This design comes from an exercise in tuning for small area and a short achievable clock period on the open sky130 flow, not from production work.

Design uart_circle_area, start of the top module:
module uart_circle_area (
  input         clock,
  input         reset,
  input         rx_i,
  output [7:0]  rx_data,
  output [31:0] area_o,
  output reg    rx_data_valid,
  output reg    rx_error
);
Size: about 45 I/O pins, ~3800 um^2 of cells after synthesis.
==> flow/config.mk <==
export PLATFORM = sky130hd
export DESIGN_NAME = uart_circle_area
export DESIGN_NICKNAME = uart_circle_area
export VERILOG_FILES = /design/flow/design.v
export SDC_FILE = /design/flow/constraint.sdc
export NUM_CORES = 4
export LEC_CHECK = 0
export ABC_AREA = 0
export CAP_MARGIN = 20
export CORE_MARGIN = 2
export CORE_UTILIZATION = 40
export SLEW_MARGIN = 20
export SYNTH_HIERARCHICAL = 1
==> flow/constraint.sdc <==
create_clock -name core_clock -period 24.0 [get_ports {clock}]
set_input_delay 4.8000 -clock core_clock [delete_from_list [all_inputs] [get_ports {clock}]]
set_output_delay 4.8000 -clock core_clock [all_outputs]
set_load 0.01 [all_outputs]
standard.sh (not shown) runs the stock make flow with config.mk's settings and CLKGATE_MAP_FILE= SYNTH_SCRIPT=/design/flow/synth_recipe.tcl, a recipe that flattens the netlist after the stock synthesis.
==> flow/flow/run.sh <==
#!/bin/bash
# The standard layout (the standard.sh: unchanged synthesis and steps) with
# two differences:
# - the port buffers that global placement puts on every input and output are
#   sky130_fd_sc_hd__buf_2 instead of the resizer's pick;
# - clock tree synthesis may put all 35 flip-flops in one sink cluster, uses
#   clkbuf_8 buffers and no dummy loads, so the tree is shallow.
cp standard.sh standard.sh.txt
export BUFFER_PORTS_ARGS="-buffer_cell sky130_fd_sc_hd__buf_2"
export CTS_ARGS="-sink_clustering_enable -repair_clock_nets -sink_clustering_size 64 -sink_clustering_max_diameter 400 -buf_list sky130_fd_sc_hd__clkbuf_8 -root_buf sky130_fd_sc_hd__clkbuf_8 -dont_use_dummy_load"
bash standard.sh > standard.log 2>&1
The first run completed without violations.
Then changed:
==> flow/flow/run.sh (replaced) <==
#!/bin/bash
# The standard layout (the standard.sh, unchanged synthesis and steps).
# Only difference: the port buffers that global placement inserts on every
# input and output use sky130_fd_sc_hd__buf_2 instead of the resizer's pick.
cp standard.sh standard.sh.txt
export BUFFER_PORTS_ARGS="-buffer_cell sky130_fd_sc_hd__buf_2"
bash standard.sh > standard.log 2>&1
- ABC_AREA: 0 -> 1
- CTS_CLUSTER_DIAMETER: unset -> 150
- CTS_CLUSTER_SIZE: unset -> 40
The new run completed with no timing, DRC or antenna violations.
Critical path depth rises by 1.
Cell area rises slightly.
Via count climbs by a few percent.
Worst setup slack improved by 84 ps.
Synthesized cell count went up by roughly a tenth.
Then changed:
==> flow/flow/run.sh (replaced) <==
#!/bin/bash
# The standard layout (the standard.sh: unchanged synthesis and steps) with
# these differences:
# - the port buffers that global placement puts on every input and output are
#   sky130_fd_sc_hd__buf_2 instead of the resizer's pick;
# - clock tree synthesis uses clkbuf_8 buffers and no dummy loads;
# - the tie-low cell that synthesis makes is not split into one cell per load
#   (SKIP_REPAIR_TIE_FANOUT), so the constant outputs share it.
cp standard.sh standard.sh.txt
export BUFFER_PORTS_ARGS="-buffer_cell sky130_fd_sc_hd__buf_2"
export CTS_ARGS="-sink_clustering_enable -repair_clock_nets -sink_clustering_size 64 -sink_clustering_max_diameter 400 -buf_list sky130_fd_sc_hd__clkbuf_8 -root_buf sky130_fd_sc_hd__clkbuf_8 -dont_use_dummy_load"
export SKIP_REPAIR_TIE_FANOUT=1
bash standard.sh > standard.log 2>&1
- CTS_CLUSTER_DIAMETER: 150 -> unset
- CTS_CLUSTER_SIZE: 40 -> unset
What happened: Sequential cell count stays the same. Die area stays the same. Cell count came out lower by 3.5%. Clock skew came out higher by 9.1 ps.
Then changed:
==> flow/flow/run.sh (replaced) <==
#!/bin/bash
# The standard layout (the standard.sh, unchanged synthesis and steps).
# Only difference: the port buffers that global placement inserts on every
# input and output use sky130_fd_sc_hd__buf_2 instead of the resizer's pick.
cp standard.sh standard.sh.txt
export BUFFER_PORTS_ARGS="-buffer_cell sky130_fd_sc_hd__buf_2"
bash standard.sh > standard.log 2>&1
- CORE_UTILIZATION: 40 -> 65
- PLACE_DENSITY: unset -> 0.75
Outcome:
- flip-flop and latch count does not change
- sequential share of layout area falls by 0.31 points
- cell area went up by 1.4%
- cell count fell by 3.8%
- via count came out higher by 4.3%
- setup slack gets worse by 6.6 ps
- first-iteration DRC count climbs by 16%
- routed wire length went down by 0.71%
- synthesized area does not change
- count of clock-buffer cells in the layout grows by 2
Then changed:
- CORE_UTILIZATION: 65 -> 80
- PLACE_DENSITY: 0.75 -> 0.9
After rerunning: Register-to-register slack is worse by 180 ps. Clock-buffer cell count is lower by 1. Via count came out higher by about 8%. Global-route usage is higher by 9.2 points. First-iteration DRC count goes up by 140%. Critical path depth is unchanged. Die area went down by 18%.
Then changed:
==> flow/flow/run.sh (replaced) <==
#!/bin/bash
# The standard layout (the standard.sh: unchanged synthesis and steps) with
# two differences:
# - the port buffers that global placement puts on every input and output are
#   sky130_fd_sc_hd__buf_2 instead of the resizer's pick;
# - clock tree synthesis may put all 35 flip-flops in one sink cluster, uses
#   clkbuf_16 buffers and no dummy loads, so the tree is shallow.
cp standard.sh standard.sh.txt
export BUFFER_PORTS_ARGS="-buffer_cell sky130_fd_sc_hd__buf_2"
export CTS_ARGS="-sink_clustering_enable -repair_clock_nets -sink_clustering_size 64 -sink_clustering_max_diameter 400 -buf_list sky130_fd_sc_hd__clkbuf_16 -root_buf sky130_fd_sc_hd__clkbuf_16 -dont_use_dummy_load"
bash standard.sh > standard.log 2>&1
- CORE_UTILIZATION: 80 -> 40
- PLACE_DENSITY: 0.9 -> unset
Outcome:
- non-clock buffer count rose by 1
- cell area goes up by 2.5%
- core utilization decreases by 45 points
- global-route usage goes down by 20 points
- worst setup slack improves by 41 ps
No run of this note included a check of the RTL's function; only the layout flow was run.

[re-timing with driven ports]
In the flow no input, the clock included, has a driving cell. The finished layouts below were timed again as built, in two steps.
Step 1 assumes that a clkbuf_16 drives the clock port and a buf_2 every other input.
Step 2 adds t to the input delays and takes it off the output delays; t is the mean of the earliest and latest rising clock arrival at the registers after step 1. Input paths then give back, and output paths get back, about the clock's delay inside the block.
Three values: no drivers, after step 1, after step 2; two values: the first two.
run | shift t [ns] | slack for setup (ns) | worst setup path after step 2 | worst slew at a driven data input, ns
the first run | 0.320 | 17.921 / 17.888 / 18.075 | input to register | 0.03
the second run | 0.321 | 18.005 / 17.975 / 18.166 | input to register | 0.03
the third run | 0.321 | 18.009 / 17.979 / 18.192 | input to register | 0.03
the fourth run | 0.328 | 18.002 / 17.973 / 18.152 | input to register | 0.03
the fifth run | 0.327 | 18.006 / 17.976 / 18.070 | input to register | 0.03
the sixth run | 0.304 | 18.047 / 18.014 / 18.155 | input to register | 0.03
After both steps setup and hold are still met in every run listed.
